What follows belongs to an exercise in optimizing a design on an open flow for small area and a short achievable clock period; a production flow would make more cautious choices. Function was checked by simulation only, so behaviour that the tests miss may differ from the original.

wip/delta:
Design cpu_z80, start of the top module:
module cpu_z80(
	input CLK,
	input nRESET,
	input wire [7:0] DATA_IN,
	output wire [7:0] DATA_OUT,
	output [15:0] ADDRESS,
	output reg nIORQ, nMREQ,
	output reg nRD, nWR,
	input nINT, nNMI
);
Size: about 4300 cells after synthesis, roughly 360 flip-flops, ~40 I/O pins, roughly 0.034 mm2 of cells after synthesis.
Settings: LEC_CHECK=0, CAP_MARGIN=30, CORE_MARGIN=2, CORE_UTILIZATION=40, SLEW_MARGIN=30; clock period 11.0 ns.
run.sh (not shown) runs the stock make flow with config.mk's settings and CLKGATE_MAP_FILE= SYNTH_SCRIPT=/design/flow/synth_recipe.tcl, a recipe that flattens the netlist after the stock synthesis.
Relative to wip/delta, the following input files were edited for wip/onyx:
# wip/delta
export LEC_CHECK = 0
export CAP_MARGIN = 30
export CORE_MARGIN = 2
export CORE_UTILIZATION = 40
export SLEW_MARGIN = 30
create_clock -name core_clock -period 11.0 [get_ports {CLK}]
# wip/onyx
export LEC_CHECK = 0
export CAP_MARGIN = 30
export CORE_MARGIN = 2
export CORE_UTILIZATION = 40
export SETUP_SLACK_MARGIN = 5
export SLEW_MARGIN = 30
create_clock -name core_clock -period 11.0 [get_ports {CLK}]
--- outcome ---
wip/onyx went all the way through the flow, and no timing, DRC or antenna check failed.
Comparing wip/onyx and wip/delta, the lower normalized max-slew margin was measured on wip/onyx.
The global router's overall resource usage number comes out lower for wip/delta vs wip/onyx.
wip/onyx against wip/delta: clock period minus worst slack shrank by 2580 ps; clock skew shrank by 22 ps.
wip/onyx reports its cell at the slowest stage of the critical path as or4_4 while wip/delta reports nor3_1.
The following lists how wip/quartz was set up differently from wip/onyx:
# wip/onyx
export LEC_CHECK = 0
export CAP_MARGIN = 30
export CORE_MARGIN = 2
export CORE_UTILIZATION = 40
export SETUP_SLACK_MARGIN = 5
export SLEW_MARGIN = 30
create_clock -name core_clock -period 11.0 [get_ports {CLK}]
# wip/quartz
export LEC_CHECK = 0
export CAP_MARGIN = 30
export CORE_MARGIN = 2
export CORE_UTILIZATION = 40
export SETUP_SLACK_MARGIN = 3
export SLEW_MARGIN = 30
create_clock -name core_clock -period 11.0 [get_ports {CLK}]
==> notes.md <==
Cmp wip/onyx and wip/quartz / share of the clock period used by the worst path after layout / higher: wip/quartz
Compare wip/onyx and wip/quartz | global placer's final weighted congestion lower: wip/onyx
Re synthesized cell count: no difference whatsoever between wip/onyx and wip/quartz.
Quantity of hold-fixing buffers added after cts: wip/onyx vs wip/quartz identical
Here is what was changed in the inputs of wip/nickel compared with wip/quartz.
# wip/quartz
export LEC_CHECK = 0
export CAP_MARGIN = 30
export CORE_MARGIN = 2
export CORE_UTILIZATION = 40
export SETUP_SLACK_MARGIN = 3
export SLEW_MARGIN = 30
create_clock -name core_clock -period 11.0 [get_ports {CLK}]
# wip/nickel
export LEC_CHECK = 0
export ABC_AREA = 1
export CAP_MARGIN = 30
export CORE_MARGIN = 2
export CORE_UTILIZATION = 40
export SLEW_MARGIN = 30
create_clock -name core_clock -period 11.0 [get_ports {CLK}]
Notes after the runs:
Higher arrival time at the worst endpoint among wip/nickel and wip/quartz: wip/nickel. [wip/nickel vs wip/quartz] fraction of area in registers: higher in wip/nickel.


run 1:
cpu_z80, a different RTL version from the one above (not shown whole).
For scale: roughly 40 I/O pins, roughly 0.035 mm2 of cells after synthesis.
Settings: LEC_CHECK=0, CAP_MARGIN=10, CORE_MARGIN=2, CORE_UTILIZATION=40, CTS_BUF_LIST=sky130_fd_sc_hd__clkbuf_4, SLEW_MARGIN=10; clock period 11.0 ns.
standard.sh (not shown) runs the stock make flow with config.mk's settings and CLKGATE_MAP_FILE= SYNTH_SCRIPT=/design/flow/synth_recipe.tcl, a recipe that flattens the netlist after the stock synthesis.
==> flow/flow/run.sh <==
#!/bin/bash
set -euo pipefail
bash standard.sh SETUP_SLACK_MARGIN=6 "BUFFER_PORTS_ARGS=-buffer_cell sky130_fd_sc_hd__buf_4" finish > make.log 2>&1
[inputs] run 2 vs run 1
- CTS_BUF_LIST no longer set, was sky130_fd_sc_hd__clkbuf_4
- CAP_MARGIN now 30, was 10
- SLEW_MARGIN now 30, was 10
Diff run 1 -> run 2 | maximum clock frequency | increase of 0.61%. For combined flip-flop and latch cell area, run 1 and run 2 come out practically identical. Minimum setup slack in the final design (lower): run 1. Met2 layer wire length in the routed design, run 1 and run 2: higher on run 1. Against run 1, run 2 reports a met2 track demand over resource that is lower. [run 2] core utilization rose 0.79 points relative to run 1.
Relative to run 2, the following input files were edited for run 3:
- CTS_BUF_LIST newly set to sky130_fd_sc_hd__clkbuf_4
- CAP_MARGIN changed from 30 to 10
- CORE_UTILIZATION changed from 40 to 50
- SLEW_MARGIN changed from 30 to 10
==> flow/flow/run.sh <==
#!/bin/bash
set -euo pipefail
bash standard.sh SETUP_SLACK_MARGIN=6.25 "BUFFER_PORTS_ARGS=-buffer_cell sky130_fd_sc_hd__buf_4" finish > make.log 2>&1
==> notes.md <==
Side by side, final-layout clock buffer total turned out higher in run 3 than in run 2.
Looking at final critical path time including I/O delays and setup, run 3 sits 0.26 ns below run 2.


## purple
Starting RTL as in the previous note.
==> flow/design.v (excerpt) <==
module cpu_z80(
	input CLK,
	input nRESET,
	input wire [7:0] DATA_IN,
	output wire [7:0] DATA_OUT,
	output [15:0] ADDRESS,
	output reg nIORQ, nMREQ,
	output reg nRD, nWR,
	input nINT, nNMI
);
Settings: LEC_CHECK=0, CAP_MARGIN=30, CORE_MARGIN=2, CORE_UTILIZATION=40, CTS_BUF_LIST=sky130_fd_sc_hd__clkbuf_4, SLEW_MARGIN=30; clock period 11.0 ns.
==> flow/flow/run.sh <==
#!/bin/bash
set -euo pipefail
bash standard.sh SETUP_SLACK_MARGIN=6 "BUFFER_PORTS_ARGS=-buffer_cell sky130_fd_sc_hd__buf_4" finish > make.log 2>&1
Input-level comparison between green and purple:
==> flow/flow/run.sh <==
#!/bin/bash
set -euo pipefail
bash standard.sh SETUP_SLACK_MARGIN=6.25 "BUFFER_PORTS_ARGS=-buffer_cell sky130_fd_sc_hd__buf_4" finish > make.log 2>&1
green ended with every stage complete and zero timing, DRC or antenna violations.
In summary, purple completed successfully, with a layout that passed the timing, design-rule and antenna checks.
purple has higher placed wire-length estimate after detailed placement than green.
| non-clock buffer count | green vs purple | about 19% higher |
green has number of inserted diodes below what purple had.
From purple to green, number of buffers added on ports did not move at all.
Higher final area among green and purple: green
As far as area taken by flip-flops and latches is concerned, green and purple perform about the same.

[re-timing with driven ports]
The flow's constraints put no driver on any port. The routed layouts listed below were extracted and timed again, unchanged, in two steps.
Step 1 sets driving cells, clkbuf_16 on the clock port and buf_2 on the other inputs (assumed; they add their load-dependent delay and slew).
Step 2 also shifts input and output timing later by t, the mid clock arrival at the registers, as if the neighbouring blocks saw the same clock.
Three values: ideal, step 1, step 2; two values: the first two.
run | t (ns) | setup slack, ns | worst setup path at the end | clock arrival spread, ns
wip/delta | 0.672 | 1.991 / 1.991 / 1.991 | register to register | 0.053 / 0.052
wip/onyx | 0.667 | 4.567 / 4.567 / 4.567 | register to register | 0.031 / 0.030
wip/quartz | 0.670 | 3.001 / 3.001 / 3.001 | register to register | 0.053 / 0.053
wip/nickel | 0.686 | 2.014 / 2.014 / 2.014 | register to register | 0.050 / 0.049
run 1 | 1.091 | 5.828 / 5.828 / 4.856 | input to register | 0.084 / 0.085
run 2 | 0.718 | 5.859 / 5.905 / 5.187 | input to register | 0.081 / 0.080
run 3 | 1.026 | 6.124 / 6.124 / 5.127 | input to register | 0.049 / 0.049
purple | 1.127 | 5.942 / 5.966 / 4.844 | input to register | 0.099 / 0.099
green | 1.126 | 6.159 / 6.159 / 5.084 | input to register | 0.126 / 0.126
After both steps every run listed still meets setup and hold. The setup slack of purple, which loses most, moves by +0.024 ns with the drivers and by -1.098 ns with both steps.
